From an optimization exercise on the open Yosys and OpenROAD flow, aimed at small area and a short achievable clock period; shortcuts taken in it are not production practice.
In this exercise RTL edits were held to simulation tests only and were not proved equivalent to the original.

--- flow/config.mk ---
export PLATFORM = sky130hd
export DESIGN_NAME = mul_pipe_single
export DESIGN_NICKNAME = mul_pipe_single
export VERILOG_FILES = /design/flow/design.v
export SDC_FILE = /design/flow/constraint.sdc
export NUM_CORES = 4
export LEC_CHECK = 0
export CAP_MARGIN = 20
export CORE_MARGIN = 2
export CORE_UTILIZATION = 40
export SLEW_MARGIN = 20
--- flow/constraint.sdc ---
create_clock -name core_clock -period 10.0 [get_ports {clk}]
set_input_delay 2.0000 -clock core_clock [delete_from_list [all_inputs] [get_ports {clk}]]
set_output_delay 2.0000 -clock core_clock [all_outputs]
set_load 0.01 [all_outputs]
--- flow/design.v ---
`timescale 1ns/1ps
module mul_pipe_single #(
  parameter XLEN    = 32,
  parameter RD_BITS = 5,
  parameter TAG_W   = 4
) (
  input  wire                 clk,
  input  wire                 rst,
  input  wire                 EX_mul,
  input  wire [XLEN-1:0]      EX_mul_a,
  input  wire [XLEN-1:0]      EX_mul_b,
  input  wire [RD_BITS-1:0]   EX_mul_rd,
  input  wire [TAG_W-1:0]     EX_mul_tag,
  input  wire                 MEM_we,     
  input  wire                 MEM_jlx,    
  output wire                 mul_result_valid,
  output wire [XLEN-1:0]      mul_result,
  output wire [RD_BITS-1:0]   mul_rd,           
  output wire [TAG_W-1:0]     mul_result_tag,   
  output wire                 mul_busy,
  output wire [RD_BITS-1:0]   mul_busy_rd,
  output wire [TAG_W-1:0]     mul_busy_tag,
  output wire                 mul_wb_conflict_stall,
  output wire                 mul_issue_stall
);
  reg  [2:0]         cnt;
  reg  [31:0]        a;
  reg  [31:0]        pbn;     
  reg  [3:0]         bo, bt;   
  reg  [23:0]        acc;
  reg  [RD_BITS-1:0] rd;
  reg  [TAG_W-1:0]   tag;
  wire idle  = (cnt == 3'd0);
  wire valid = (cnt == 3'd5);
  assign mul_busy         = !idle;
  assign mul_result_valid = valid;
  assign mul_result       = valid ? ~pbn : 32'd0;
  assign mul_rd           = valid ? rd  : {RD_BITS{1'b0}};
  assign mul_result_tag   = valid ? tag : {TAG_W{1'b0}};
  assign mul_busy_rd      = mul_rd;
  assign mul_busy_tag     = mul_result_tag;
  assign mul_wb_conflict_stall = valid && (MEM_we || MEM_jlx);
  assign mul_issue_stall       = EX_mul && !idle;
  wire [8:0] nw = idle ? {EX_mul_b[7:0], 1'b0} : ~pbn[15:7];
  wire [3:0] no, nt;
  wire [3:0] bn = ~{pbn[7], pbn[5], pbn[3], pbn[1]};
  genvar gj;
  generate
    for (gj = 0; gj < 4; gj = gj + 1) begin : g_booth
      assign no[gj] = nw[2*gj] ^ nw[2*gj+1];
      assign nt[gj] = (nw[2*gj+2] & ~nw[2*gj+1] & ~nw[2*gj]) | (~nw[2*gj+2] & nw[2*gj+1] & nw[2*gj]);
    end
  endgenerate
  wire [31:0] sa, sb, x;
  wire pp1;
  wire pp2;
  wire pp3;
  wire pp4;
  wire pp5;
  wire pp6;
  wire pp7;
  wire pp8;
  wire pp9;
  wire pp10;
  wire pp11;
  wire pp12;
  wire pp13;
  wire pp14;
  wire pp15;
  wire pp16;
  wire pp17;
  wire pp18;
  wire pp19;
  wire pp20;
  wire pp21;
  wire pp22;
  wire pp23;
  wire pp24;
  wire pp25;
  wire pp26;
  wire pp27;
  wire pp28;
  wire pp29;
  wire pp30;
  wire pp31;
  wire pp32;
  wire pp33;
  wire pp34;
  wire pp35;
  wire pp36;
  wire pp37;
  wire pp38;
  wire pp39;
  wire pp40;
  wire pp41;
  wire pp42;
  wire pp43;
  wire pp44;
  wire pp45;
  wire pp46;
  wire pp47;
  wire pp48;
  wire pp49;
  wire pp50;
  wire pp51;
  wire pp52;
  wire pp53;
  wire pp54;
  wire pp55;
  wire pp56;
  wire pp57;
  wire pp58;
  wire pp59;
  wire pp60;
  wire pp61;
  wire pp62;
  wire pp63;
  wire pp64;
  wire pp65;
  wire pp66;
  wire pp67;
  wire pp68;
  wire pp69;
  wire pp70;
  wire pp71;
  wire pp72;
  wire pp73;
  wire pp74;
  wire pp75;
  wire pp76;
  wire pp77;
  wire pp78;
  wire pp79;
  wire pp80;
  wire pp81;
  wire pp82;
  wire pp83;
  wire pp84;
  wire pp85;
  wire pp86;
  wire pp87;
  wire pp88;
  wire pp89;
  wire pp90;
  wire pp91;
  wire pp92;
  wire pp93;
  wire pp94;
  wire pp95;
  wire pp96;
  wire pp97;
  wire pp98;
  wire pp99;
  wire pp100;
  wire pp101;
  wire pp102;
  wire pp103;
  wire pp104;
  wire pp105;
  wire pp106;
  wire pp107;
  wire pp108;
  wire pp109;
  wire pp110;
  wire pp111;
  wire pp112;
  wire pp113;
  wire pp114;
  wire pp115;
  wire pp116;
  wire s117;
  wire c118;
  wire s119;
  wire c120;
  wire s121;
  wire c122;
  wire s123;
  wire c124;
  wire s125;
  wire c126;
  wire s127;
  wire c128;
  wire s129;
  wire c130;
  wire s131;
  wire c132;
  wire s133;
  wire c134;
  wire s135;
  wire c136;
  wire s137;
  wire c138;
  wire s139;
  wire c140;
  wire s141;
  wire c142;
  wire s143;
  wire c144;
  wire s145;
  wire c146;
  wire s147;
  wire c148;
  wire s149;
  wire c150;
  wire s151;
  wire c152;
  wire s153;
  wire c154;
  wire s155;
  wire c156;
  wire s157;
  wire c158;
  wire s159;
  wire c160;
  wire s161;
  wire c162;
  wire s163;
  wire c164;
  wire s165;
  wire c166;
  wire s167;
  wire c168;
  wire s169;
  wire c170;
  wire s171;
  wire c172;
  wire s173;
  wire c174;
  wire s175;
  wire c176;
  wire s177;
  wire c178;
  wire s179;
  wire c180;
  wire s181;
  wire c182;
  wire s183;
  wire c184;
  wire s185;
  wire c186;
  wire s187;
  wire c188;
  wire s189;
  wire c190;
  wire s191;
  wire c192;
  wire s193;
  wire c194;
  wire s195;
  wire c196;
  wire s197;
  wire c198;
  wire s199;
  wire c200;
  wire s201;
  wire c202;
  wire s203;
  wire c204;
  wire s205;
  wire c206;
  wire s207;
  wire c208;
  wire s209;
  wire c210;
  wire s211;
  wire c212;
  wire s213;
  wire c214;
  wire s215;
  wire c216;
  wire s217;
  wire c218;
  wire s219;
  wire c220;
  wire s221;
  wire c222;
  wire s223;
  wire c224;
  wire s225;
  wire c226;
  wire s227;
  wire c228;
  wire s229;
  wire c230;
  wire s231;
  wire c232;
  wire s233;
  wire c234;
  wire s235;
  wire c236;
  wire s237;
  wire c238;
  wire s239;
  wire c240;
  wire s241;
  wire c242;
  wire s243;
  wire c244;
  wire s245;
  wire c246;
  wire s247;
  wire c248;
  wire s249;
  wire c250;
  wire s251;
  wire c252;
  wire s253;
  wire c254;
  wire s255;
  wire c256;
  wire s257;
  wire c258;
  wire s259;
  wire c260;
  wire s261;
  wire c262;
  wire s263;
  wire c264;
  wire s265;
  wire c266;
  wire s267;
  wire c268;
  wire s269;
  wire c270;
  wire s271;
  wire c272;
  wire s273;
  wire c274;
  wire s275;
  wire c276;
  wire s277;
  wire c278;
  wire s279;
  wire c280;
  wire s281;
  wire c282;
  wire s283;
  wire c284;
  wire g285;
  wire p286;
  wire g287;
  wire p288;
  wire g289;
  wire p290;
  wire g291;
  wire p292;
  wire g293;
  wire p294;
  wire g295;
  wire p296;
  wire g297;
  wire p298;
  wire g299;
  wire p300;
  wire g301;
  wire p302;
  wire g303;
  wire p304;
  wire g305;
  wire p306;
  wire g307;
  wire p308;
  wire g309;
  wire p310;
  wire g311;
  wire p312;
  wire g313;
  wire p314;
  wire g315;
  wire p316;
  wire g317;
  wire p318;
  wire g319;
  wire p320;
  wire g321;
  wire p322;
  wire g323;
  wire p324;
  wire g325;
  wire p326;
  wire g327;
  wire p328;
  wire g329;
  wire p330;
  wire g331;
  wire p332;
  wire g333;
  wire p334;
  wire g335;
  wire p336;
  wire g337;
  wire p338;
  wire g339;
  wire p340;
  wire g341;
  wire p342;
  wire g343;
  wire p344;
  wire g345;
  wire p346;
  wire g347;
  wire p348;
  wire g349;
  wire g350;
  wire p351;
  wire g352;
  wire p353;
  wire g354;
  wire p355;
  wire g356;
  wire p357;
  wire g358;
  wire p359;
  wire g360;
  wire p361;
  wire g362;
  wire p363;
  wire g364;
  wire p365;
  wire g366;
  wire p367;
  wire g368;
  wire p369;
  wire g370;
  wire p371;
  wire g372;
  wire p373;
  wire g374;
  wire p375;
  wire g376;
  wire p377;
  wire g378;
  wire p379;
  wire g380;
  wire p381;
  wire g382;
  wire p383;
  wire g384;
  wire p385;
  wire g386;
  wire p387;
  wire g388;
  wire p389;
  wire g390;
  wire p391;
  wire g392;
  wire p393;
  wire g394;
  wire p395;
  wire g396;
  wire p397;
  wire g398;
  wire p399;
  wire g400;
  wire p401;
  wire g402;
  wire p403;
  wire g404;
  wire p405;
  wire g406;
  wire p407;
  wire g408;
  wire p409;
  wire g410;
  wire p411;
  wire g412;
  wire p413;
  wire g414;
  wire p415;
  wire g416;
  wire p417;
  wire g418;
  wire p419;
  wire g420;
  wire p421;
  wire g422;
  wire p423;
  wire g424;
  wire p425;
  wire g426;
  wire p427;
  wire g428;
  wire p429;
  wire g430;
  wire p431;
  wire g432;
  wire p433;
  wire g434;
  wire p435;
  wire g436;
  wire p437;
  wire g438;
  wire p439;
  wire g440;
  wire p441;
  wire g442;
  wire p443;
  wire g444;
  wire p445;
  wire g446;
  wire p447;
  wire g448;
  wire p449;
  wire g450;
  wire p451;
  wire g452;
  wire p453;
  wire g454;
  wire p455;
  wire g456;
  wire p457;
  wire g458;
  wire p459;
  wire g460;
  wire p461;
  wire g462;
  wire p463;
  wire g464;
  wire p465;
  wire g466;
  wire p467;
  wire g468;
  wire p469;
  wire g470;
  wire p471;
  wire g472;
  wire p473;
  wire g474;
  wire p475;
  wire g476;
  wire p477;
  wire g478;
  wire p479;
  wire g480;
  wire p481;
  wire g482;
  wire p483;
  wire g484;
  wire p485;
  wire g486;
  wire p487;
  wire g488;
  wire p489;
  wire g490;
  wire p491;
  wire g492;
  wire p493;
  wire g494;
  wire p495;
  wire g496;
  wire p497;
  wire g498;
  wire p499;
  wire g500;
  wire p501;
  wire g502;
  wire p503;
  wire g504;
  wire p505;
  wire g506;
  wire p507;
  wire g508;
  wire p509;
  assign pp1 = (bo[0] & a[0]) ^ bn[0];
  assign pp2 = ((bo[0] & a[1]) | (bt[0] & a[0])) ^ bn[0];
  assign pp3 = ((bo[0] & a[2]) | (bt[0] & a[1])) ^ bn[0];
  assign pp4 = ((bo[0] & a[3]) | (bt[0] & a[2])) ^ bn[0];
  assign pp5 = ((bo[0] & a[4]) | (bt[0] & a[3])) ^ bn[0];
  assign pp6 = ((bo[0] & a[5]) | (bt[0] & a[4])) ^ bn[0];
  assign pp7 = ((bo[0] & a[6]) | (bt[0] & a[5])) ^ bn[0];
  assign pp8 = ((bo[0] & a[7]) | (bt[0] & a[6])) ^ bn[0];
  assign pp9 = ((bo[0] & a[8]) | (bt[0] & a[7])) ^ bn[0];
  assign pp10 = ((bo[0] & a[9]) | (bt[0] & a[8])) ^ bn[0];
  assign pp11 = ((bo[0] & a[10]) | (bt[0] & a[9])) ^ bn[0];
  assign pp12 = ((bo[0] & a[11]) | (bt[0] & a[10])) ^ bn[0];
  assign pp13 = ((bo[0] & a[12]) | (bt[0] & a[11])) ^ bn[0];
  assign pp14 = ((bo[0] & a[13]) | (bt[0] & a[12])) ^ bn[0];
  assign pp15 = ((bo[0] & a[14]) | (bt[0] & a[13])) ^ bn[0];
  assign pp16 = ((bo[0] & a[15]) | (bt[0] & a[14])) ^ bn[0];
  assign pp17 = ((bo[0] & a[16]) | (bt[0] & a[15])) ^ bn[0];
  assign pp18 = ((bo[0] & a[17]) | (bt[0] & a[16])) ^ bn[0];
  assign pp19 = ((bo[0] & a[18]) | (bt[0] & a[17])) ^ bn[0];
  assign pp20 = ((bo[0] & a[19]) | (bt[0] & a[18])) ^ bn[0];
  assign pp21 = ((bo[0] & a[20]) | (bt[0] & a[19])) ^ bn[0];
  assign pp22 = ((bo[0] & a[21]) | (bt[0] & a[20])) ^ bn[0];
  assign pp23 = ((bo[0] & a[22]) | (bt[0] & a[21])) ^ bn[0];
  assign pp24 = ((bo[0] & a[23]) | (bt[0] & a[22])) ^ bn[0];
  assign pp25 = ((bo[0] & a[24]) | (bt[0] & a[23])) ^ bn[0];
  assign pp26 = ((bo[0] & a[25]) | (bt[0] & a[24])) ^ bn[0];
  assign pp27 = ((bo[0] & a[26]) | (bt[0] & a[25])) ^ bn[0];
  assign pp28 = ((bo[0] & a[27]) | (bt[0] & a[26])) ^ bn[0];
  assign pp29 = ((bo[0] & a[28]) | (bt[0] & a[27])) ^ bn[0];
  assign pp30 = ((bo[0] & a[29]) | (bt[0] & a[28])) ^ bn[0];
  assign pp31 = ((bo[0] & a[30]) | (bt[0] & a[29])) ^ bn[0];
  assign pp32 = ((bo[0] & a[31]) | (bt[0] & a[30])) ^ bn[0];
  assign pp33 = (bo[1] & a[0]) ^ bn[1];
  assign pp34 = ((bo[1] & a[1]) | (bt[1] & a[0])) ^ bn[1];
  assign pp35 = ((bo[1] & a[2]) | (bt[1] & a[1])) ^ bn[1];
  assign pp36 = ((bo[1] & a[3]) | (bt[1] & a[2])) ^ bn[1];
  assign pp37 = ((bo[1] & a[4]) | (bt[1] & a[3])) ^ bn[1];
  assign pp38 = ((bo[1] & a[5]) | (bt[1] & a[4])) ^ bn[1];
  assign pp39 = ((bo[1] & a[6]) | (bt[1] & a[5])) ^ bn[1];
  assign pp40 = ((bo[1] & a[7]) | (bt[1] & a[6])) ^ bn[1];
  assign pp41 = ((bo[1] & a[8]) | (bt[1] & a[7])) ^ bn[1];
  assign pp42 = ((bo[1] & a[9]) | (bt[1] & a[8])) ^ bn[1];
  assign pp43 = ((bo[1] & a[10]) | (bt[1] & a[9])) ^ bn[1];
  assign pp44 = ((bo[1] & a[11]) | (bt[1] & a[10])) ^ bn[1];
  assign pp45 = ((bo[1] & a[12]) | (bt[1] & a[11])) ^ bn[1];
  assign pp46 = ((bo[1] & a[13]) | (bt[1] & a[12])) ^ bn[1];
  assign pp47 = ((bo[1] & a[14]) | (bt[1] & a[13])) ^ bn[1];
  assign pp48 = ((bo[1] & a[15]) | (bt[1] & a[14])) ^ bn[1];
  assign pp49 = ((bo[1] & a[16]) | (bt[1] & a[15])) ^ bn[1];
  assign pp50 = ((bo[1] & a[17]) | (bt[1] & a[16])) ^ bn[1];
  assign pp51 = ((bo[1] & a[18]) | (bt[1] & a[17])) ^ bn[1];
  assign pp52 = ((bo[1] & a[19]) | (bt[1] & a[18])) ^ bn[1];
  assign pp53 = ((bo[1] & a[20]) | (bt[1] & a[19])) ^ bn[1];
  assign pp54 = ((bo[1] & a[21]) | (bt[1] & a[20])) ^ bn[1];
  assign pp55 = ((bo[1] & a[22]) | (bt[1] & a[21])) ^ bn[1];
  assign pp56 = ((bo[1] & a[23]) | (bt[1] & a[22])) ^ bn[1];
  assign pp57 = ((bo[1] & a[24]) | (bt[1] & a[23])) ^ bn[1];
  assign pp58 = ((bo[1] & a[25]) | (bt[1] & a[24])) ^ bn[1];
  assign pp59 = ((bo[1] & a[26]) | (bt[1] & a[25])) ^ bn[1];
  assign pp60 = ((bo[1] & a[27]) | (bt[1] & a[26])) ^ bn[1];
  assign pp61 = ((bo[1] & a[28]) | (bt[1] & a[27])) ^ bn[1];
  assign pp62 = ((bo[1] & a[29]) | (bt[1] & a[28])) ^ bn[1];
  assign pp63 = (bo[2] & a[0]) ^ bn[2];
  assign pp64 = ((bo[2] & a[1]) | (bt[2] & a[0])) ^ bn[2];
  assign pp65 = ((bo[2] & a[2]) | (bt[2] & a[1])) ^ bn[2];
  assign pp66 = ((bo[2] & a[3]) | (bt[2] & a[2])) ^ bn[2];
  assign pp67 = ((bo[2] & a[4]) | (bt[2] & a[3])) ^ bn[2];
  assign pp68 = ((bo[2] & a[5]) | (bt[2] & a[4])) ^ bn[2];
  assign pp69 = ((bo[2] & a[6]) | (bt[2] & a[5])) ^ bn[2];
  assign pp70 = ((bo[2] & a[7]) | (bt[2] & a[6])) ^ bn[2];
  assign pp71 = ((bo[2] & a[8]) | (bt[2] & a[7])) ^ bn[2];
  assign pp72 = ((bo[2] & a[9]) | (bt[2] & a[8])) ^ bn[2];
  assign pp73 = ((bo[2] & a[10]) | (bt[2] & a[9])) ^ bn[2];
  assign pp74 = ((bo[2] & a[11]) | (bt[2] & a[10])) ^ bn[2];
  assign pp75 = ((bo[2] & a[12]) | (bt[2] & a[11])) ^ bn[2];
  assign pp76 = ((bo[2] & a[13]) | (bt[2] & a[12])) ^ bn[2];
  assign pp77 = ((bo[2] & a[14]) | (bt[2] & a[13])) ^ bn[2];
  assign pp78 = ((bo[2] & a[15]) | (bt[2] & a[14])) ^ bn[2];
  assign pp79 = ((bo[2] & a[16]) | (bt[2] & a[15])) ^ bn[2];
  assign pp80 = ((bo[2] & a[17]) | (bt[2] & a[16])) ^ bn[2];
  assign pp81 = ((bo[2] & a[18]) | (bt[2] & a[17])) ^ bn[2];
  assign pp82 = ((bo[2] & a[19]) | (bt[2] & a[18])) ^ bn[2];
  assign pp83 = ((bo[2] & a[20]) | (bt[2] & a[19])) ^ bn[2];
  assign pp84 = ((bo[2] & a[21]) | (bt[2] & a[20])) ^ bn[2];
  assign pp85 = ((bo[2] & a[22]) | (bt[2] & a[21])) ^ bn[2];
  assign pp86 = ((bo[2] & a[23]) | (bt[2] & a[22])) ^ bn[2];
  assign pp87 = ((bo[2] & a[24]) | (bt[2] & a[23])) ^ bn[2];
  assign pp88 = ((bo[2] & a[25]) | (bt[2] & a[24])) ^ bn[2];
  assign pp89 = ((bo[2] & a[26]) | (bt[2] & a[25])) ^ bn[2];
  assign pp90 = ((bo[2] & a[27]) | (bt[2] & a[26])) ^ bn[2];
  assign pp91 = (bo[3] & a[0]) ^ bn[3];
  assign pp92 = ((bo[3] & a[1]) | (bt[3] & a[0])) ^ bn[3];
  assign pp93 = ((bo[3] & a[2]) | (bt[3] & a[1])) ^ bn[3];
  assign pp94 = ((bo[3] & a[3]) | (bt[3] & a[2])) ^ bn[3];
  assign pp95 = ((bo[3] & a[4]) | (bt[3] & a[3])) ^ bn[3];
  assign pp96 = ((bo[3] & a[5]) | (bt[3] & a[4])) ^ bn[3];
  assign pp97 = ((bo[3] & a[6]) | (bt[3] & a[5])) ^ bn[3];
  assign pp98 = ((bo[3] & a[7]) | (bt[3] & a[6])) ^ bn[3];
  assign pp99 = ((bo[3] & a[8]) | (bt[3] & a[7])) ^ bn[3];
  assign pp100 = ((bo[3] & a[9]) | (bt[3] & a[8])) ^ bn[3];
  assign pp101 = ((bo[3] & a[10]) | (bt[3] & a[9])) ^ bn[3];
  assign pp102 = ((bo[3] & a[11]) | (bt[3] & a[10])) ^ bn[3];
  assign pp103 = ((bo[3] & a[12]) | (bt[3] & a[11])) ^ bn[3];
  assign pp104 = ((bo[3] & a[13]) | (bt[3] & a[12])) ^ bn[3];
  assign pp105 = ((bo[3] & a[14]) | (bt[3] & a[13])) ^ bn[3];
  assign pp106 = ((bo[3] & a[15]) | (bt[3] & a[14])) ^ bn[3];
  assign pp107 = ((bo[3] & a[16]) | (bt[3] & a[15])) ^ bn[3];
  assign pp108 = ((bo[3] & a[17]) | (bt[3] & a[16])) ^ bn[3];
  assign pp109 = ((bo[3] & a[18]) | (bt[3] & a[17])) ^ bn[3];
  assign pp110 = ((bo[3] & a[19]) | (bt[3] & a[18])) ^ bn[3];
  assign pp111 = ((bo[3] & a[20]) | (bt[3] & a[19])) ^ bn[3];
  assign pp112 = ((bo[3] & a[21]) | (bt[3] & a[20])) ^ bn[3];
  assign pp113 = ((bo[3] & a[22]) | (bt[3] & a[21])) ^ bn[3];
  assign pp114 = ((bo[3] & a[23]) | (bt[3] & a[22])) ^ bn[3];
  assign pp115 = ((bo[3] & a[24]) | (bt[3] & a[23])) ^ bn[3];
  assign pp116 = ((bo[3] & a[25]) | (bt[3] & a[24])) ^ bn[3];
  assign s117 = acc[4] ^ pp5 ^ pp35;
  assign c118 = (acc[4] & pp5) | (acc[4] & pp35) | (pp5 & pp35);
  assign s119 = acc[5] ^ pp6 ^ pp36;
  assign c120 = (acc[5] & pp6) | (acc[5] & pp36) | (pp6 & pp36);
  assign s121 = acc[6] ^ pp7 ^ pp37;
  assign c122 = (acc[6] & pp7) | (acc[6] & pp37) | (pp7 & pp37);
  assign s123 = pp65 ^ pp91 ^ bn[3];
  assign c124 = (pp65 & pp91) | (pp65 & bn[3]) | (pp91 & bn[3]);
  assign s125 = acc[7] ^ pp8 ^ pp38;
  assign c126 = (acc[7] & pp8) | (acc[7] & pp38) | (pp8 & pp38);
  assign s127 = pp66 ^ pp92 ^ s125;
  assign c128 = (pp66 & pp92) | (pp66 & s125) | (pp92 & s125);
  assign s129 = acc[8] ^ pp9 ^ pp39;
  assign c130 = (acc[8] & pp9) | (acc[8] & pp39) | (pp9 & pp39);
  assign s131 = pp67 ^ pp93 ^ s129;
  assign c132 = (pp67 & pp93) | (pp67 & s129) | (pp93 & s129);
  assign s133 = acc[9] ^ pp10 ^ pp40;
  assign c134 = (acc[9] & pp10) | (acc[9] & pp40) | (pp10 & pp40);
  assign s135 = pp68 ^ pp94 ^ s133;
  assign c136 = (pp68 & pp94) | (pp68 & s133) | (pp94 & s133);
  assign s137 = acc[10] ^ pp11 ^ pp41;
  assign c138 = (acc[10] & pp11) | (acc[10] & pp41) | (pp11 & pp41);
  assign s139 = pp69 ^ pp95 ^ s137;
  assign c140 = (pp69 & pp95) | (pp69 & s137) | (pp95 & s137);
  assign s141 = acc[11] ^ pp12 ^ pp42;
  assign c142 = (acc[11] & pp12) | (acc[11] & pp42) | (pp12 & pp42);
  assign s143 = pp70 ^ pp96 ^ s141;
  assign c144 = (pp70 & pp96) | (pp70 & s141) | (pp96 & s141);
  assign s145 = acc[12] ^ pp13 ^ pp43;
  assign c146 = (acc[12] & pp13) | (acc[12] & pp43) | (pp13 & pp43);
  assign s147 = pp71 ^ pp97 ^ s145;
  assign c148 = (pp71 & pp97) | (pp71 & s145) | (pp97 & s145);
  assign s149 = acc[13] ^ pp14 ^ pp44;
  assign c150 = (acc[13] & pp14) | (acc[13] & pp44) | (pp14 & pp44);
  assign s151 = pp72 ^ pp98 ^ s149;
  assign c152 = (pp72 & pp98) | (pp72 & s149) | (pp98 & s149);
  assign s153 = acc[14] ^ pp15 ^ pp45;
  assign c154 = (acc[14] & pp15) | (acc[14] & pp45) | (pp15 & pp45);
  assign s155 = pp73 ^ pp99 ^ s153;
  assign c156 = (pp73 & pp99) | (pp73 & s153) | (pp99 & s153);
  assign s157 = acc[15] ^ pp16 ^ pp46;
  assign c158 = (acc[15] & pp16) | (acc[15] & pp46) | (pp16 & pp46);
  assign s159 = pp74 ^ pp100 ^ s157;
  assign c160 = (pp74 & pp100) | (pp74 & s157) | (pp100 & s157);
  assign s161 = acc[16] ^ pp17 ^ pp47;
  assign c162 = (acc[16] & pp17) | (acc[16] & pp47) | (pp17 & pp47);
  assign s163 = pp75 ^ pp101 ^ s161;
  assign c164 = (pp75 & pp101) | (pp75 & s161) | (pp101 & s161);
  assign s165 = acc[17] ^ pp18 ^ pp48;
  assign c166 = (acc[17] & pp18) | (acc[17] & pp48) | (pp18 & pp48);
  assign s167 = pp76 ^ pp102 ^ s165;
  assign c168 = (pp76 & pp102) | (pp76 & s165) | (pp102 & s165);
  assign s169 = acc[18] ^ pp19 ^ pp49;
  assign c170 = (acc[18] & pp19) | (acc[18] & pp49) | (pp19 & pp49);
  assign s171 = pp77 ^ pp103 ^ s169;
  assign c172 = (pp77 & pp103) | (pp77 & s169) | (pp103 & s169);
  assign s173 = acc[19] ^ pp20 ^ pp50;
  assign c174 = (acc[19] & pp20) | (acc[19] & pp50) | (pp20 & pp50);
  assign s175 = pp78 ^ pp104 ^ s173;
  assign c176 = (pp78 & pp104) | (pp78 & s173) | (pp104 & s173);
  assign s177 = acc[20] ^ pp21 ^ pp51;
  assign c178 = (acc[20] & pp21) | (acc[20] & pp51) | (pp21 & pp51);
  assign s179 = pp79 ^ pp105 ^ s177;
  assign c180 = (pp79 & pp105) | (pp79 & s177) | (pp105 & s177);
  assign s181 = acc[21] ^ pp22 ^ pp52;
  assign c182 = (acc[21] & pp22) | (acc[21] & pp52) | (pp22 & pp52);
  assign s183 = pp80 ^ pp106 ^ s181;
  assign c184 = (pp80 & pp106) | (pp80 & s181) | (pp106 & s181);
  assign s185 = acc[22] ^ pp23 ^ pp53;
  assign c186 = (acc[22] & pp23) | (acc[22] & pp53) | (pp23 & pp53);
  assign s187 = pp81 ^ pp107 ^ s185;
  assign c188 = (pp81 & pp107) | (pp81 & s185) | (pp107 & s185);
  assign s189 = acc[23] ^ pp24 ^ pp54;
  assign c190 = (acc[23] & pp24) | (acc[23] & pp54) | (pp24 & pp54);
  assign s191 = pp82 ^ pp108 ^ s189;
  assign c192 = (pp82 & pp108) | (pp82 & s189) | (pp108 & s189);
  assign s193 = pp25 ^ pp55 ^ pp83;
  assign c194 = (pp25 & pp55) | (pp25 & pp83) | (pp55 & pp83);
  assign s195 = pp26 ^ pp56 ^ pp84;
  assign c196 = (pp26 & pp56) | (pp26 & pp84) | (pp56 & pp84);
  assign s197 = pp27 ^ pp57 ^ pp85;
  assign c198 = (pp27 & pp57) | (pp27 & pp85) | (pp57 & pp85);
  assign s199 = pp28 ^ pp58 ^ pp86;
  assign c200 = (pp28 & pp58) | (pp28 & pp86) | (pp58 & pp86);
  assign s201 = pp29 ^ pp59 ^ pp87;
  assign c202 = (pp29 & pp59) | (pp29 & pp87) | (pp59 & pp87);
  assign s203 = pp30 ^ pp60 ^ pp88;
  assign c204 = (pp30 & pp60) | (pp30 & pp88) | (pp60 & pp88);
  assign s205 = pp31 ^ pp61 ^ pp89;
  assign c206 = (pp31 & pp61) | (pp31 & pp89) | (pp61 & pp89);
  assign s207 = pp32 ^ pp62 ^ pp90;
  assign c208 = (pp32 & pp62) | (pp32 & pp90) | (pp62 & pp90);
  assign s209 = acc[2] ^ pp3 ^ pp33;
  assign c210 = (acc[2] & pp3) | (acc[2] & pp33) | (pp3 & pp33);
  assign s211 = acc[3] ^ pp4 ^ pp34;
  assign c212 = (acc[3] & pp4) | (acc[3] & pp34) | (pp4 & pp34);
  assign s213 = pp63 ^ bn[2] ^ s117;
  assign c214 = (pp63 & bn[2]) | (pp63 & s117) | (bn[2] & s117);
  assign s215 = pp64 ^ s119 ^ c118;
  assign c216 = (pp64 & s119) | (pp64 & c118) | (s119 & c118);
  assign s217 = s121 ^ s123 ^ c120;
  assign c218 = (s121 & s123) | (s121 & c120) | (s123 & c120);
  assign s219 = s127 ^ c122 ^ c124;
  assign c220 = (s127 & c122) | (s127 & c124) | (c122 & c124);
  assign s221 = s131 ^ c126 ^ c128;
  assign c222 = (s131 & c126) | (s131 & c128) | (c126 & c128);
  assign s223 = s135 ^ c130 ^ c132;
  assign c224 = (s135 & c130) | (s135 & c132) | (c130 & c132);
  assign s225 = s139 ^ c134 ^ c136;
  assign c226 = (s139 & c134) | (s139 & c136) | (c134 & c136);
  assign s227 = s143 ^ c138 ^ c140;
  assign c228 = (s143 & c138) | (s143 & c140) | (c138 & c140);
  assign s229 = s147 ^ c142 ^ c144;
  assign c230 = (s147 & c142) | (s147 & c144) | (c142 & c144);
  assign s231 = s151 ^ c146 ^ c148;
  assign c232 = (s151 & c146) | (s151 & c148) | (c146 & c148);
  assign s233 = s155 ^ c150 ^ c152;
  assign c234 = (s155 & c150) | (s155 & c152) | (c150 & c152);
  assign s235 = s159 ^ c154 ^ c156;
  assign c236 = (s159 & c154) | (s159 & c156) | (c154 & c156);
  assign s237 = s163 ^ c158 ^ c160;
  assign c238 = (s163 & c158) | (s163 & c160) | (c158 & c160);
  assign s239 = s167 ^ c162 ^ c164;
  assign c240 = (s167 & c162) | (s167 & c164) | (c162 & c164);
  assign s241 = s171 ^ c166 ^ c168;
  assign c242 = (s171 & c166) | (s171 & c168) | (c166 & c168);
  assign s243 = s175 ^ c170 ^ c172;
  assign c244 = (s175 & c170) | (s175 & c172) | (c170 & c172);
  assign s245 = s179 ^ c174 ^ c176;
  assign c246 = (s179 & c174) | (s179 & c176) | (c174 & c176);
  assign s247 = s183 ^ c178 ^ c180;
  assign c248 = (s183 & c178) | (s183 & c180) | (c178 & c180);
  assign s249 = s187 ^ c182 ^ c184;
  assign c250 = (s187 & c182) | (s187 & c184) | (c182 & c184);
  assign s251 = s191 ^ c186 ^ c188;
  assign c252 = (s191 & c186) | (s191 & c188) | (c186 & c188);
  assign s253 = pp109 ^ s193 ^ c190;
  assign c254 = (pp109 & s193) | (pp109 & c190) | (s193 & c190);
  assign s255 = pp110 ^ s195 ^ c194;
  assign c256 = (pp110 & s195) | (pp110 & c194) | (s195 & c194);
  assign s257 = pp111 ^ s197 ^ c196;
  assign c258 = (pp111 & s197) | (pp111 & c196) | (s197 & c196);
  assign s259 = pp112 ^ s199 ^ c198;
  assign c260 = (pp112 & s199) | (pp112 & c198) | (s199 & c198);
  assign s261 = pp113 ^ s201 ^ c200;
  assign c262 = (pp113 & s201) | (pp113 & c200) | (s201 & c200);
  assign s263 = pp114 ^ s203 ^ c202;
  assign c264 = (pp114 & s203) | (pp114 & c202) | (s203 & c202);
  assign s265 = pp115 ^ s205 ^ c204;
  assign c266 = (pp115 & s205) | (pp115 & c204) | (s205 & c204);
  assign s267 = pp116 ^ s207 ^ c206;
  assign c268 = (pp116 & s207) | (pp116 & c206) | (s207 & c206);
  assign s269 = c192 ^ s253 ^ c252;
  assign c270 = (c192 & s253) | (c192 & c252) | (s253 & c252);
  assign s271 = s255 ^ c254;
  assign c272 = s255 & c254;
  assign s273 = s257 ^ c256;
  assign c274 = s257 & c256;
  assign s275 = s259 ^ c258;
  assign c276 = s259 & c258;
  assign s277 = s261 ^ c260;
  assign c278 = s261 & c260;
  assign s279 = s263 ^ c262;
  assign c280 = s263 & c262;
  assign s281 = s265 ^ c264;
  assign c282 = s265 & c264;
  assign s283 = s267 ^ c266;
  assign c284 = s267 & c266;
  assign sa = {s283, s281, s279, s277, s275, s273, s271, s269, s251, s249, s247, s245, s243, s241, s239, s237, s235, s233, s231, s229, s227, s225, s223, s221, s219, s217, s215, s213, s211, bn[1], acc[1], acc[0]};
  assign sb = {c282, c280, c278, c276, c274, c272, c270, 1'b0, c250, c248, c246, c244, c242, c240, c238, c236, c234, c232, c230, c228, c226, c224, c222, c220, c218, c216, c214, c212, c210, s209, pp2, pp1};
  assign g285 = (sa[0] & sb[0]);
  assign p286 = (sa[0] ^ sb[0]);
  assign g287 = (sa[1] & sb[1]);
  assign p288 = (sa[1] ^ sb[1]);
  assign g289 = (sa[2] & sb[2]);
  assign p290 = (sa[2] ^ sb[2]);
  assign g291 = (sa[3] & sb[3]);
  assign p292 = (sa[3] ^ sb[3]);
  assign g293 = (sa[4] & sb[4]);
  assign p294 = (sa[4] ^ sb[4]);
  assign g295 = (sa[5] & sb[5]);
  assign p296 = (sa[5] ^ sb[5]);
  assign g297 = (sa[6] & sb[6]);
  assign p298 = (sa[6] ^ sb[6]);
  assign g299 = (sa[7] & sb[7]);
  assign p300 = (sa[7] ^ sb[7]);
  assign g301 = (sa[8] & sb[8]);
  assign p302 = (sa[8] ^ sb[8]);
  assign g303 = (sa[9] & sb[9]);
  assign p304 = (sa[9] ^ sb[9]);
  assign g305 = (sa[10] & sb[10]);
  assign p306 = (sa[10] ^ sb[10]);
  assign g307 = (sa[11] & sb[11]);
  assign p308 = (sa[11] ^ sb[11]);
  assign g309 = (sa[12] & sb[12]);
  assign p310 = (sa[12] ^ sb[12]);
  assign g311 = (sa[13] & sb[13]);
  assign p312 = (sa[13] ^ sb[13]);
  assign g313 = (sa[14] & sb[14]);
  assign p314 = (sa[14] ^ sb[14]);
  assign g315 = (sa[15] & sb[15]);
  assign p316 = (sa[15] ^ sb[15]);
  assign g317 = (sa[16] & sb[16]);
  assign p318 = (sa[16] ^ sb[16]);
  assign g319 = (sa[17] & sb[17]);
  assign p320 = (sa[17] ^ sb[17]);
  assign g321 = (sa[18] & sb[18]);
  assign p322 = (sa[18] ^ sb[18]);
  assign g323 = (sa[19] & sb[19]);
  assign p324 = (sa[19] ^ sb[19]);
  assign g325 = (sa[20] & sb[20]);
  assign p326 = (sa[20] ^ sb[20]);
  assign g327 = (sa[21] & sb[21]);
  assign p328 = (sa[21] ^ sb[21]);
  assign g329 = (sa[22] & sb[22]);
  assign p330 = (sa[22] ^ sb[22]);
  assign g331 = (sa[23] & sb[23]);
  assign p332 = (sa[23] ^ sb[23]);
  assign g333 = (sa[24] & sb[24]);
  assign p334 = (sa[24] ^ sb[24]);
  assign g335 = (sa[25] & sb[25]);
  assign p336 = (sa[25] ^ sb[25]);
  assign g337 = (sa[26] & sb[26]);
  assign p338 = (sa[26] ^ sb[26]);
  assign g339 = (sa[27] & sb[27]);
  assign p340 = (sa[27] ^ sb[27]);
  assign g341 = (sa[28] & sb[28]);
  assign p342 = (sa[28] ^ sb[28]);
  assign g343 = (sa[29] & sb[29]);
  assign p344 = (sa[29] ^ sb[29]);
  assign g345 = (sa[30] & sb[30]);
  assign p346 = (sa[30] ^ sb[30]);
  assign g347 = (sa[31] & sb[31]);
  assign p348 = (sa[31] ^ sb[31]);
  assign g349 = g285 | (p286 & bn[0]);
  assign g350 = g287 | (p288 & g349);
  assign p351 = p288 & p286;
  assign g352 = g291 | (p292 & g289);
  assign p353 = p292 & p290;
  assign g354 = g295 | (p296 & g293);
  assign p355 = p296 & p294;
  assign g356 = g299 | (p300 & g297);
  assign p357 = p300 & p298;
  assign g358 = g303 | (p304 & g301);
  assign p359 = p304 & p302;
  assign g360 = g307 | (p308 & g305);
  assign p361 = p308 & p306;
  assign g362 = g311 | (p312 & g309);
  assign p363 = p312 & p310;
  assign g364 = g315 | (p316 & g313);
  assign p365 = p316 & p314;
  assign g366 = g319 | (p320 & g317);
  assign p367 = p320 & p318;
  assign g368 = g323 | (p324 & g321);
  assign p369 = p324 & p322;
  assign g370 = g327 | (p328 & g325);
  assign p371 = p328 & p326;
  assign g372 = g331 | (p332 & g329);
  assign p373 = p332 & p330;
  assign g374 = g335 | (p336 & g333);
  assign p375 = p336 & p334;
  assign g376 = g339 | (p340 & g337);
  assign p377 = p340 & p338;
  assign g378 = g343 | (p344 & g341);
  assign p379 = p344 & p342;
  assign g380 = g347 | (p348 & g345);
  assign p381 = p348 & p346;
  assign g382 = g289 | (p290 & g350);
  assign p383 = p290 & p351;
  assign g384 = g352 | (p353 & g350);
  assign p385 = p353 & p351;
  assign g386 = g297 | (p298 & g354);
  assign p387 = p298 & p355;
  assign g388 = g356 | (p357 & g354);
  assign p389 = p357 & p355;
  assign g390 = g305 | (p306 & g358);
  assign p391 = p306 & p359;
  assign g392 = g360 | (p361 & g358);
  assign p393 = p361 & p359;
  assign g394 = g313 | (p314 & g362);
  assign p395 = p314 & p363;
  assign g396 = g364 | (p365 & g362);
  assign p397 = p365 & p363;
  assign g398 = g321 | (p322 & g366);
  assign p399 = p322 & p367;
  assign g400 = g368 | (p369 & g366);
  assign p401 = p369 & p367;
  assign g402 = g329 | (p330 & g370);
  assign p403 = p330 & p371;
  assign g404 = g372 | (p373 & g370);
  assign p405 = p373 & p371;
  assign g406 = g337 | (p338 & g374);
  assign p407 = p338 & p375;
  assign g408 = g376 | (p377 & g374);
  assign p409 = p377 & p375;
  assign g410 = g345 | (p346 & g378);
  assign p411 = p346 & p379;
  assign g412 = g380 | (p381 & g378);
  assign p413 = p381 & p379;
  assign g414 = g293 | (p294 & g384);
  assign p415 = p294 & p385;
  assign g416 = g354 | (p355 & g384);
  assign p417 = p355 & p385;
  assign g418 = g386 | (p387 & g384);
  assign p419 = p387 & p385;
  assign g420 = g388 | (p389 & g384);
  assign p421 = p389 & p385;
  assign g422 = g309 | (p310 & g392);
  assign p423 = p310 & p393;
  assign g424 = g362 | (p363 & g392);
  assign p425 = p363 & p393;
  assign g426 = g394 | (p395 & g392);
  assign p427 = p395 & p393;
  assign g428 = g396 | (p397 & g392);
  assign p429 = p397 & p393;
  assign g430 = g325 | (p326 & g400);
  assign p431 = p326 & p401;
  assign g432 = g370 | (p371 & g400);
  assign p433 = p371 & p401;
  assign g434 = g402 | (p403 & g400);
  assign p435 = p403 & p401;
  assign g436 = g404 | (p405 & g400);
  assign p437 = p405 & p401;
  assign g438 = g341 | (p342 & g408);
  assign p439 = p342 & p409;
  assign g440 = g378 | (p379 & g408);
  assign p441 = p379 & p409;
  assign g442 = g410 | (p411 & g408);
  assign p443 = p411 & p409;
  assign g444 = g412 | (p413 & g408);
  assign p445 = p413 & p409;
  assign g446 = g301 | (p302 & g420);
  assign p447 = p302 & p421;
  assign g448 = g358 | (p359 & g420);
  assign p449 = p359 & p421;
  assign g450 = g390 | (p391 & g420);
  assign p451 = p391 & p421;
  assign g452 = g392 | (p393 & g420);
  assign p453 = p393 & p421;
  assign g454 = g422 | (p423 & g420);
  assign p455 = p423 & p421;
  assign g456 = g424 | (p425 & g420);
  assign p457 = p425 & p421;
  assign g458 = g426 | (p427 & g420);
  assign p459 = p427 & p421;
  assign g460 = g428 | (p429 & g420);
  assign p461 = p429 & p421;
  assign g462 = g333 | (p334 & g436);
  assign p463 = p334 & p437;
  assign g464 = g374 | (p375 & g436);
  assign p465 = p375 & p437;
  assign g466 = g406 | (p407 & g436);
  assign p467 = p407 & p437;
  assign g468 = g408 | (p409 & g436);
  assign p469 = p409 & p437;
  assign g470 = g438 | (p439 & g436);
  assign p471 = p439 & p437;
  assign g472 = g440 | (p441 & g436);
  assign p473 = p441 & p437;
  assign g474 = g442 | (p443 & g436);
  assign p475 = p443 & p437;
  assign g476 = g444 | (p445 & g436);
  assign p477 = p445 & p437;
  assign g478 = g317 | (p318 & g460);
  assign p479 = p318 & p461;
  assign g480 = g366 | (p367 & g460);
  assign p481 = p367 & p461;
  assign g482 = g398 | (p399 & g460);
  assign p483 = p399 & p461;
  assign g484 = g400 | (p401 & g460);
  assign p485 = p401 & p461;
  assign g486 = g430 | (p431 & g460);
  assign p487 = p431 & p461;
  assign g488 = g432 | (p433 & g460);
  assign p489 = p433 & p461;
  assign g490 = g434 | (p435 & g460);
  assign p491 = p435 & p461;
  assign g492 = g436 | (p437 & g460);
  assign p493 = p437 & p461;
  assign g494 = g462 | (p463 & g460);
  assign p495 = p463 & p461;
  assign g496 = g464 | (p465 & g460);
  assign p497 = p465 & p461;
  assign g498 = g466 | (p467 & g460);
  assign p499 = p467 & p461;
  assign g500 = g468 | (p469 & g460);
  assign p501 = p469 & p461;
  assign g502 = g470 | (p471 & g460);
  assign p503 = p471 & p461;
  assign g504 = g472 | (p473 & g460);
  assign p505 = p473 & p461;
  assign g506 = g474 | (p475 & g460);
  assign p507 = p475 & p461;
  assign g508 = g476 | (p477 & g460);
  assign p509 = p477 & p461;
  assign x[0] = p286 ^ bn[0];
  assign x[1] = p288 ^ g349;
  assign x[2] = p290 ^ g350;
  assign x[3] = p292 ^ g382;
  assign x[4] = p294 ^ g384;
  assign x[5] = p296 ^ g414;
  assign x[6] = p298 ^ g416;
  assign x[7] = p300 ^ g418;
  assign x[8] = p302 ^ g420;
  assign x[9] = p304 ^ g446;
  assign x[10] = p306 ^ g448;
  assign x[11] = p308 ^ g450;
  assign x[12] = p310 ^ g452;
  assign x[13] = p312 ^ g454;
  assign x[14] = p314 ^ g456;
  assign x[15] = p316 ^ g458;
  assign x[16] = p318 ^ g460;
  assign x[17] = p320 ^ g478;
  assign x[18] = p322 ^ g480;
  assign x[19] = p324 ^ g482;
  assign x[20] = p326 ^ g484;
  assign x[21] = p328 ^ g486;
  assign x[22] = p330 ^ g488;
  assign x[23] = p332 ^ g490;
  assign x[24] = p334 ^ g492;
  assign x[25] = p336 ^ g494;
  assign x[26] = p338 ^ g496;
  assign x[27] = p340 ^ g498;
  assign x[28] = p342 ^ g500;
  assign x[29] = p344 ^ g502;
  assign x[30] = p346 ^ g504;
  assign x[31] = p348 ^ g506;
  always @(posedge clk) begin
    if (rst) cnt <= 3'd0;
    else if (idle) cnt <= EX_mul ? 3'd1 : 3'd0;
    else if (valid) cnt <= 3'd0;
    else cnt <= cnt + 3'd1;
    bo <= no;
    bt <= nt;
    if (idle) begin
      a     <= EX_mul_a;
      pbn   <= ~EX_mul_b;
      rd    <= EX_mul_rd;
      tag   <= EX_mul_tag;
      acc   <= 24'd0;
    end else begin
      pbn   <= {~x[7:0], pbn[31:8]};
      acc   <= x[31:8];
    end
  end
endmodule
--- flow/flow/run.sh ---
#!/bin/bash
# Layout flow: the standard ORFS flow (standard.sh, unchanged synthesis), with
#  - after synthesis, flow/polarity.py flips full-adder cells (FA(~a,~b,~c) = ~FA(a,b,c))
#    so that fewer inverters are needed around them; registers are untouched
#  - port buffers made of plain buffers instead of the delay cells buffer_ports picks
set -euo pipefail
cd "$(dirname "$0")/.."
source flow/params.sh
export BUFFER_PORTS_ARGS
export SETUP_SLACK_MARGIN
R=orfs/results/sky130hd/mul_pipe_single/base
bash standard.sh synth > synth.log 2>&1
if [[ "${POLARITY:-1}" == 1 ]]; then
  cp $R/1_2_yosys.v $R/1_2_yosys.std.v
  python3 flow/polarity.py $R/1_2_yosys.std.v $R/1_2_yosys.v > polarity.log 2>&1
  rm -f $R/1_synth.odb
fi
bash standard.sh > standard.log 2>&1
--- flow/flow/params.sh ---
BUFFER_PORTS_ARGS="-buffer_cell sky130_fd_sc_hd__buf_1"
SETUP_SLACK_MARGIN=4.5
POLARITY=1
--- flow/flow/polarity.py ---
#!/usr/bin/env python3
"""Remove inverters around full adders in a flat gate-level netlist.

An xor2/xnor2 cell can be swapped for the other to invert its output. A full adder is self-dual: FA(~a, ~b, ~c) = (~cout, ~sum). So a full-adder cell can be
"flipped" (fed the complements of its inputs, its outputs then carry the complements of
their old values) without changing the circuit's function. This script chooses which
full adders to flip so that as few inverters as possible are needed, then rewrites the
netlist: inverters that only feed cell pins are removed and re-created where needed.
Registers, ports and all other cells are untouched.

usage: polarity.py IN.v OUT.v
"""
import random
import re
import sys
from collections import defaultdict

INV = re.compile(r'sky130_fd_sc_hd__(clk)?inv_\d+$')
FA = re.compile(r'sky130_fd_sc_hd__fa_\d+$')
XO = re.compile(r'sky130_fd_sc_hd__x(n?)or2_(\d+)$')
OUTPINS = {'X', 'Y', 'Q', 'Q_N', 'SUM', 'COUT', 'HI', 'LO'}

src = open(sys.argv[1]).read()
m = re.search(r'\bmodule\b.*?;', src, re.S)
endm = src.rindex('endmodule')
body = src[m.end():endm]

# statements of the module body
stmts = [s for s in re.split(r';', body)]
cells = []    # dict(type, name, pins: [(pin, net)], idx)
other = []    # (idx, text)
ports = set()
for i, s in enumerate(stmts):
    t = s.strip()
    if not t:
        continue
    cm = re.match(r'(sky130_fd_sc_hd__\w+)\s+(\S+)\s*\((.*)\)\s*$', t, re.S)
    if cm:
        pins = [(p, n.strip()) for p, n in re.findall(r'\.(\w+)\(([^()]*)\)', cm.group(3))]
        cells.append({'type': cm.group(1), 'name': cm.group(2), 'pins': pins})
        continue
    pm = re.match(r'(input|output|inout)\s+(\[[^\]]*\]\s*)?(\S+)', t)
    if pm:
        ports.add(pm.group(3))
    other.append(t)

def base_name(net):
    return re.sub(r'\s*\[\d+\]$', '', net.strip())

driver = {}
loads = defaultdict(list)   # net -> [(cell index, pin index)]
for ci, c in enumerate(cells):
    for pi, (p, n) in enumerate(c['pins']):
        if p in OUTPINS:
            driver[n] = ci
        else:
            loads[n].append((ci, pi))
# nets read by assign statements or ports count as fixed loads
assign_rhs = set()
for t in other:
    am = re.match(r'assign\s+(.*?)\s*=\s*(.*)$', t, re.S)
    if am:
        for tok in re.findall(r'\\\S+|[A-Za-z_][\w$]*(?:\s*\[\d+\])?', am.group(2)):
            assign_rhs.add(tok.strip())

def is_port_net(n):
    return base_name(n) in ports

# removable inverters: output feeds only cell input pins, is no port, no assign source
removable = set()
for ci, c in enumerate(cells):
    if INV.match(c['type']):
        y = dict(c['pins'])['Y']
        if not is_port_net(y) and y not in assign_rhs and y in loads:
            removable.add(ci)

def resolve(net):
    """logical source of a net: (base net, polarity) through removable inverters"""
    pol = 0
    seen = 0
    while net in driver and driver[net] in removable and seen < 100:
        net = dict(cells[driver[net]]['pins'])['A']
        pol ^= 1
        seen += 1
    return net, pol

fas = [ci for ci, c in enumerate(cells) if FA.match(c['type'])]
xos = [ci for ci, c in enumerate(cells) if XO.match(c['type'])]
flip = defaultdict(int)

# load requirements: list of (cell index, pin index, base, pol)
reqs = []
for ci, c in enumerate(cells):
    if ci in removable:
        continue
    for pi, (p, n) in enumerate(c['pins']):
        if p in OUTPINS:
            continue
        b, pol = resolve(n)
        reqs.append((ci, pi, b, pol))
by_base = defaultdict(list)
by_cell = defaultdict(list)
for r in reqs:
    by_base[r[2]].append(r)
    by_cell[r[0]].append(r)

def phys(b):
    d = driver.get(b)
    return flip[d] if d is not None and (FA.match(cells[d]['type']) or XO.match(cells[d]['type'])) else 0

def need(r):
    ci, pi, b, pol = r
    want = pol ^ (flip[ci] if FA.match(cells[ci]['type']) else 0)
    return want ^ phys(b)

def base_cost(b):
    return 1 if any(need(r) for r in by_base[b]) else 0

def fa_bases(ci):
    bs = {r[2] for r in by_cell[ci]}
    for p, n in cells[ci]['pins']:
        if p in OUTPINS:
            bs.add(n)
    return bs

total0 = sum(base_cost(b) for b in by_base)
movable = fas + xos
rng = random.Random(1)
best = None
for trial in range(30):
    if trial:
        for ci in movable:
            flip[ci] = best[ci]
        # perturb the best solution a little, then descend again
        for ci in rng.sample(movable, max(1, len(movable) // 10)):
            flip[ci] ^= 1
    for sweep in range(200):
        changed = False
        order = list(movable)
        rng.shuffle(order)
        for ci in order:
            bs = fa_bases(ci)
            before = sum(base_cost(b) for b in bs)
            flip[ci] ^= 1
            after = sum(base_cost(b) for b in bs)
            if after < before:
                changed = True
            elif after == before and rng.random() < 0.3 and sweep < 150:
                pass
            else:
                flip[ci] ^= 1
        if not changed and sweep >= 150:
            break
    cost = sum(base_cost(b) for b in by_base)
    if best is None or cost < best_cost:
        best, best_cost = {ci: flip[ci] for ci in movable}, cost
for ci in movable:
    flip[ci] = best[ci]
total1 = sum(base_cost(b) for b in by_base)

# rewrite
def esc(n):
    return n + ' ' if n.startswith('\\') else n

comp = {}
newcells = []
k = 0
for b in by_base:
    if base_cost(b):
        k += 1
        nn = f'polinv_n{k}'
        comp[b] = nn
        newcells.append(f'  sky130_fd_sc_hd__inv_1 polinv_{k} (\n    .A({esc(b)}),\n    .Y({nn})\n  );')
for r in reqs:
    ci, pi, b, pol = r
    p, _ = cells[ci]['pins'][pi]
    cells[ci]['pins'][pi] = (p, comp[b] if need(r) else b)

out = [src[:m.end()], '\n']
for t in other:
    out.append('  ' + t + ' ;\n')
for nn in comp.values():
    out.append(f'  wire {nn};\n')
for ci, c in enumerate(cells):
    if ci in removable:
        continue
    xm = XO.match(c['type'])
    if xm and flip[ci]:
        c['type'] = f"sky130_fd_sc_hd__{'xor2' if xm.group(1) else 'xnor2'}_{xm.group(2)}"
        # xor2 drives X, xnor2 drives Y
        c['pins'] = [({'X': 'Y', 'Y': 'X'}.get(p, p), n) for p, n in c['pins']]
    pins = ',\n'.join(f'    .{p}({esc(n)})' for p, n in c['pins'])
    out.append(f'  {c["type"]} {c["name"]} (\n{pins}\n  );\n')
out.append('\n'.join(newcells) + '\n')
out.append(src[endm:])
open(sys.argv[2], 'w').write(''.join(out))
print(f'polarity: {len(fas)} full adders, {sum(flip[c] for c in fas)} flipped, '
      f'{sum(flip[c] for c in xos)} of {len(xos)} xor/xnor swapped, inverters {len(removable)} removable -> {len(comp)} needed '
      f'(cost before {total0}, after {total1})', file=sys.stderr)
--- flow/standard.sh ---
#!/bin/bash
# synth_recipe.tcl (not shown) runs the flow's synth.tcl, then flattens the netlist and writes it again
# the make line also repeats each setting of config.mk as NAME=value (left out here)
make -C /OpenROAD-flow-scripts/flow DESIGN_CONFIG=/design/flow/config.mk WORK_HOME=/design/flow/orfs CLKGATE_MAP_FILE= SYNTH_SCRIPT=/design/flow/synth_recipe.tcl "${@:-finish}"
==> summary.md, run 1 <==
| Metric | Value |
|---|---|
| Setup TNS | `0 ns` |
| Crit end category | `register` |
| Die area | `0.0225 mm2` |
| Crit share post-route | `0.506` |
| Detailed Place HPWL | `15200 um` |
| Max FO, Critical Path | `20` |
| Worst slew margin | `0.513` |
| Wire length per cell | `18.0 um` |
| Number of H-tree levels | `3` |
| Layout area overhead | `10.3%` |
| Detailed Route WL | `21500 um` |
| Maxcap violations | `0` |
| Hold Crit Start | `pbn[26]$_DFF_P_` |
| Final net count | `about 1.1k` |
| Post-Syn Area | `0.00854 mm2` |
| DRC | `0` |
| Hold-fix buffers, CTS | `0` |
| Share of cells above drive strength 1 | `0.0480` |
| N_diodes | `0` |
| Port bufs | `around 130` |
| Root Driver | `clkbuf_16` |
| Skew-Pair Late Insertion Delay | `0.37 ns` |
| Clock Skew | `0.0163 ns` |
| Wire length of the first global-routing pass | `34700 um` |
| Height of the die | `150 um` |
| Cells after Synth | `~840` |
| Clock Sinks | `108` |
| Launching point of the worst reg2reg path | `pbn[3]$_DFF_P_` |
| RSZ-0062 raised after global routing | `false` |
| Total track usage | `0.198` |
| Vias in the first global route | `~6.5k` |
| Critical Path RT | `just over 10 ns` |
| Core footprint | `roughly 0.021 mm2` |
| Initial DRC count | `451` |
| Final hold violations | `0` |
| Clock Path Buffers | `2` |
| Worst path arrival time | `~5.3 ns` |
| Syn nets | `a little over 1k` |
| Outcome | `finished clean` |
| Num rows | `53` |
| Vias per std cell | `5.39` |
| Crit start category | `register` |
| RD Place Congestion | `0.799` |
| Pre-antenna DRT Iters | `6` |
| CP startpoint | `pbn[3]$_DFF_P_` |
| I/O pin cnt | `about 130` |
| Max Slew Vio Count | `0` |
| Die W | `150 um` |
| Kind of critical path | `reg2reg` |
| Worst min-delay path category | `reg2reg` |
| Largest net degree at the start of global routing | `64` |
| Most frequent cells in the layout | `131 x buf_1, 112 x a22oi_1, 98 x xor2_1` |
| Synthesized area per cell | `10.1 um2` |
| Worst-path clk slew | `0.09 ns` |
| Initial antenna violation count | `0` |
| CTS tree | `built` |
| Number of buffers created by CTS | `9` |
| Fmax | `198 MHz` |
| Starting Density | `0.407` |
| Routed Antenna Nets | `0` |
| Most common library cell in the layout ignoring fill and taps | `buf_1` |
| Total number of vias | `6422` |
| Ys Warns | `1` |
| Post-layout min period | `5.06 ns` |
| Worst slew pin tran | `roughly 0.73 ns` |
| Total gr overflow | `0` |
| Endpoints failing setup | `0` |
-- worst max-delay path, stage by stage (launching register included) --
cell,delay (ns)
dfxtp_2,0.60
inv_2,0.39
xnor2_1,0.34
fa_1,0.49
fa_1,0.56
fa_1,0.42
ha_1,0.33
a21o_1,0.20
a221o_1,0.31
a22o_4,0.31
a2111oi_4,0.42
o31ai_1,0.18
a211oi_1,0.29
nor3_1,0.07
-- state kept, by name, summed over array words and instances, names as in the netlist --
signal and cells:
acc 24, cnt 3, tag 4, rd 5, bo 4, bt 4
pbn 32, a 32
-- stage by stage --
stage | cells | hold WS (ns) | instance area, um2 | utilization | worst slack [ns]
after global placement | 1176 | 0.441 | 9090 | 0.434 | 4.36
after global routing | 1192 | 0.507 | 9420 | 0.449 | 4.66
final | 1192 | 0.465 | 9420 | 0.449 | 4.94
after detailed placement | 1176 | 0.447 | 9090 | 0.434 | 4.61
after floorplan | 844 | 0.426 | 8540 | - | 5.32
after CTS | 1192 | 0.471 | 9410 | 0.449 | 4.56
-- worst paths after layout --
kind | endpoint | slack [ns] | cells after the start
worst max-delay path | acc[21]$_SDFF_PP0_ | 4.94 | 13
worst min-delay path | pbn[18]$_DFF_P_ | 0.47 | 2
worst max register to register | acc[21]$_SDFF_PP0_ | 4.94 | 13
worst min register to register | pbn[18]$_DFF_P_ | 0.47 | 2
-- per-layer routing --
| metal | part of all wire | GRT usage | vias to the layer above |
|---|---|---|---|
| met5 | 0 | 0 | - |
| met4 | 0.014 | 0.0528 | 0 |
| met3 | 0.043 | 0.0303 | 20 |
| met2 | 0.49 | 0.329 | 181 |
| met1 | 0.45 | 0.270 | 3180 |
| li1 | - | - | 3041 |
-- layout make-up --
type	instances	area [um2]
Multi-Input combinational cell	623	5490
Fill cell	2083	11500
Inverter	26	97.6
Clock buffer	9	225
Sequential cell	108	2570
Timing Repair Buffer	144	589
Tap cell	275	344
Clock inverter	7	96.3
-- timing repair --
item	in CTS	in global routing
resized for setup	0	1
setup endpoints to repair	0	12
setup buffers	0	0
==> inputs of run 2 (changes only) <==
==> flow/flow/params.sh (replaced) <==
BUFFER_PORTS_ARGS="-buffer_cell sky130_fd_sc_hd__buf_1"
SETUP_SLACK_MARGIN=4.0
POLARITY=1
==> run 2 against run 1 <==
Against the previous run:
- die area did not move
- hold slack unchanged
- still clean
- largest cell class unchanged
- core utilization about the same
- critical endpoint unchanged
- area after synthesis unchanged
- highest routed layer unchanged
==> summary.md, run 2 <==
| Metric | Value |
|---|---|
| Outcome | `finished clean` |
| Port bufs | `131 (unchanged)` |
| Worst slack at placement | `4.61 ns (unchanged)` |
| Crit start category | `register` |
| Core footprint | `0.0210 mm2 (unchanged)` |
| Share of cells above drive strength 1 | `0.0469 (-0.00109)` |
| Crit end category | `register` |
| Flop2flop setup slack | `4.56 ns (-0.38 ns)` |
| Worst min-delay path category | `reg2reg` |
| Max FO, Critical Path | `20 (unchanged)` |
| Initial antenna violation count | `0 (unchanged)` |
| Crit-path most repeated cell | `fa_1` |
| Crit share post-route | `0.544 (+0.0384)` |
| RSZ-0062 raised after global routing | `false` |
| Largest net degree at the start of global routing | `64 (unchanged)` |
| Worst-path clk slew | `0.09 ns (about the same)` |
| Routed Antenna Nets | `0 (unchanged)` |
| RD Place Congestion | `0.799 (unchanged)` |
| Post-cts sizing count | `0 (unchanged)` |
| Wire length per cell | `18.0 um (unchanged)` |
| Post-layout min period | `5.44 ns (+0.384 ns)` |
| Post-Syn Area | `0.00854 mm2 (unchanged)` |
| CTS tree | `built` |
| Wire length of the first global-routing pass | `34700 um (unchanged)` |
| Hold Crit Depth | `2 (unchanged)` |
| Hold Crit Start | `pbn[26]$_DFF_P_` |
| Fmax | `184 MHz (-7.0%)` |
| Biggest regs | `a x32, pbn x32, acc x24` |
| Worst Reg2Reg Path Length in Cells | `13 (unchanged)` |
| Cells after Synth | `844 (unchanged)` |
| Syn nets | `1037 (unchanged)` |
| Root Driver | `clkbuf_16` |
| Height of the die | `150 um (unchanged)` |
| Worst slew pin tran | `0.804 ns (+0.0744 ns)` |
| Most frequent cells in the layout | `131 x buf_1, 112 x a22oi_1, 98 x xor2_1` |
| CP Cell Sequence | `inv_2 > xnor2_1 > fa_1 > fa_1 > fa_1 > ha_1 > a21o_1 > a221o_1 > a22o_4 > a2111oi_4 > o31ai_1 > a211oi_1 > nor3_1` |
| DRC | `0 (unchanged)` |
| Slowest cell delay on critical path | `0.85 ns (+0.25 ns)` |
| RR Endpoint | `acc[21]$_SDFF_PP0_` |
| Slowest CP cell | `dfxtp_1` |
| Kind of critical path | `reg2reg` |
| Max Slew Vio Count | `0 (unchanged)` |
| Total gr overflow | `0 (unchanged)` |
| Initial DRC count | `451 (unchanged)` |
| Number of H-tree levels | `3 (unchanged)` |
| Starting Density | `0.407 (unchanged)` |
| Clock Path Buffers | `2 (unchanged)` |
| Die W | `150 um (unchanged)` |
| Total number of vias | `6419 (-0.047%)` |
| Clock Sinks | `108 (unchanged)` |
| Pre-antenna DRT Iters | `5 (-1)` |
| Critical Path RT | `10.24 ns (about the same)` |
| Skew-Pair Late Insertion Delay | `0.37 ns (about the same)` |
| Hold-fix buffers, CTS | `0 (unchanged)` |
| Worst path arrival time | `5.68 ns (+0.38 ns)` |
| Num rows | `53 (unchanged)` |
| Synthesized area per cell | `10.1 um2 (unchanged)` |
| Finished layout cell area | `0.00942 mm2 (about the same)` |
| Vias per std cell | `5.39 (about the same)` |
| Hold Worst Slack | `0.465 ns (unchanged)` |
| Hold endpoint | `pbn[18]$_DFF_P_` |
| Final net count | `1105 (unchanged)` |
| Worst slew margin | `0.463 (-0.0496)` |
| Layout area overhead | `10.3% (about the same)` |
| Placed Cells incl. Taps | `1176 (unchanged)` |
| N_diodes | `0 (unchanged)` |
| Detailed Place HPWL | `15200 um (unchanged)` |
| Number of buffers created by CTS | `9 (unchanged)` |
| Die area | `0.0225 mm2 (unchanged)` |
| Post-CTS Setup Repair Bufs | `0 (unchanged)` |
| Vias in the first global route | `6455 (unchanged)` |
| Most common library cell in the layout ignoring fill and taps | `buf_1` |
| Detailed Route WL | `21500 um (unchanged)` |
| I/O pin cnt | `132 (unchanged)` |
| Final hold violations | `0 (unchanged)` |
| Endpoints failing setup | `0 (unchanged)` |
| Final std cells w/o fill | `1192 (unchanged)` |
| Setup TNS | `0 ns (unchanged)` |
| Post-placement cell area | `0.00909 mm2 (unchanged)` |
| Final core occ | `0.449 (about the same)` |
| Clock Skew | `0.0163 ns (+0.000000100 ns)` |
| Maxcap violations | `0 (unchanged)` |
| Launching point of the worst reg2reg path | `pbn[3]$_DFF_P_` |
| Total track usage | `0.198 (unchanged)` |
| Ys Warns | `1 (unchanged)` |
| Final WS setup | `4.56 ns (-0.384 ns)` |
-- run 2: changes by cell type in the layout (fill, tap and decap cells not counted) --
cell,change
dfxtp_2,-1
dfxtp_1,+1
-- run 2: how the worst max path moves through the flow --
stage / from / to / slack [ns]
after floorplan: bo[1]$_DFF_P_ / acc[21]$_SDFF_PP0_ / 5.32
after global placement: pbn[3]$_DFF_P_ / acc[21]$_SDFF_PP0_ / 4.36
after detailed placement: pbn[3]$_DFF_P_ / acc[21]$_SDFF_PP0_ / 4.61
after CTS: pbn[3]$_DFF_P_ / acc[21]$_SDFF_PP0_ / 4.56
after global routing: pbn[3]$_DFF_P_ / acc[21]$_SDFF_PP0_ / 4.25
final: pbn[3]$_DFF_P_ / acc[21]$_SDFF_PP0_ / 4.56
-- run 2: cell type report --
type                            count  area, um2
Inverter                           26       97.6
Clock inverter                      7       96.3
Fill cell                        2084      11500
Clock buffer                        9        225
Multi-Input combinational cell    623       5490
Timing Repair Buffer              144        589
Sequential cell                   108       2570
Tap cell                          275        344
-- run 2: routing by layer --
metal,wire (um),GRT usage
met1,9750,0.270
met2,10500,0.329
met3,934,0.0303
met4,292,0.0528
met5,0,0
-- run 2: worst max-delay path: cells and delay by family (launching register included) --
family,cells,cell delay [ns]
DFF,1,0.85
AOI/OAI and AO/OA,6,1.71
and+or+nand+nor,1,0.07
buffers and inverters,1,0.51
xor gates and xnor gates,1,0.37
adders and majority gates,4,1.80

port drivers added, routing unchanged:
In the flow no input, the clock included, has a driving cell. The finished layouts below were timed again as built, in two steps.
Step 1: set_driving_cell puts a clkbuf_16 on clk and a buf_2 on each other input, an assumption about the parent block.
Step 2 adds t to the input delays and takes it off the output delays; t is the mean of the earliest and latest rising clock arrival at the registers after step 1. Input paths then give back, and output paths get back, about the clock's delay inside the block.
Three values: ideal ports, drivers, drivers and shift; two values: the first two.
| run | t (ns) | slack for setup (ns) | worst hold slack (ns) | clock arrival spread, ns | worst register clock-pin slew, ns |
|---|---|---|---|---|---|
| run 1 | 0.406 | 4.939 / 4.939 / 4.939 | 0.465 / 0.465 / 0.465 | 0.017 / 0.016 | 0.09 / 0.09 |
| run 2 | 0.406 | 4.555 / 4.555 / 4.555 | 0.465 / 0.465 / 0.465 | 0.017 / 0.016 | 0.09 / 0.09 |
After both steps setup and hold are still met in every run listed.
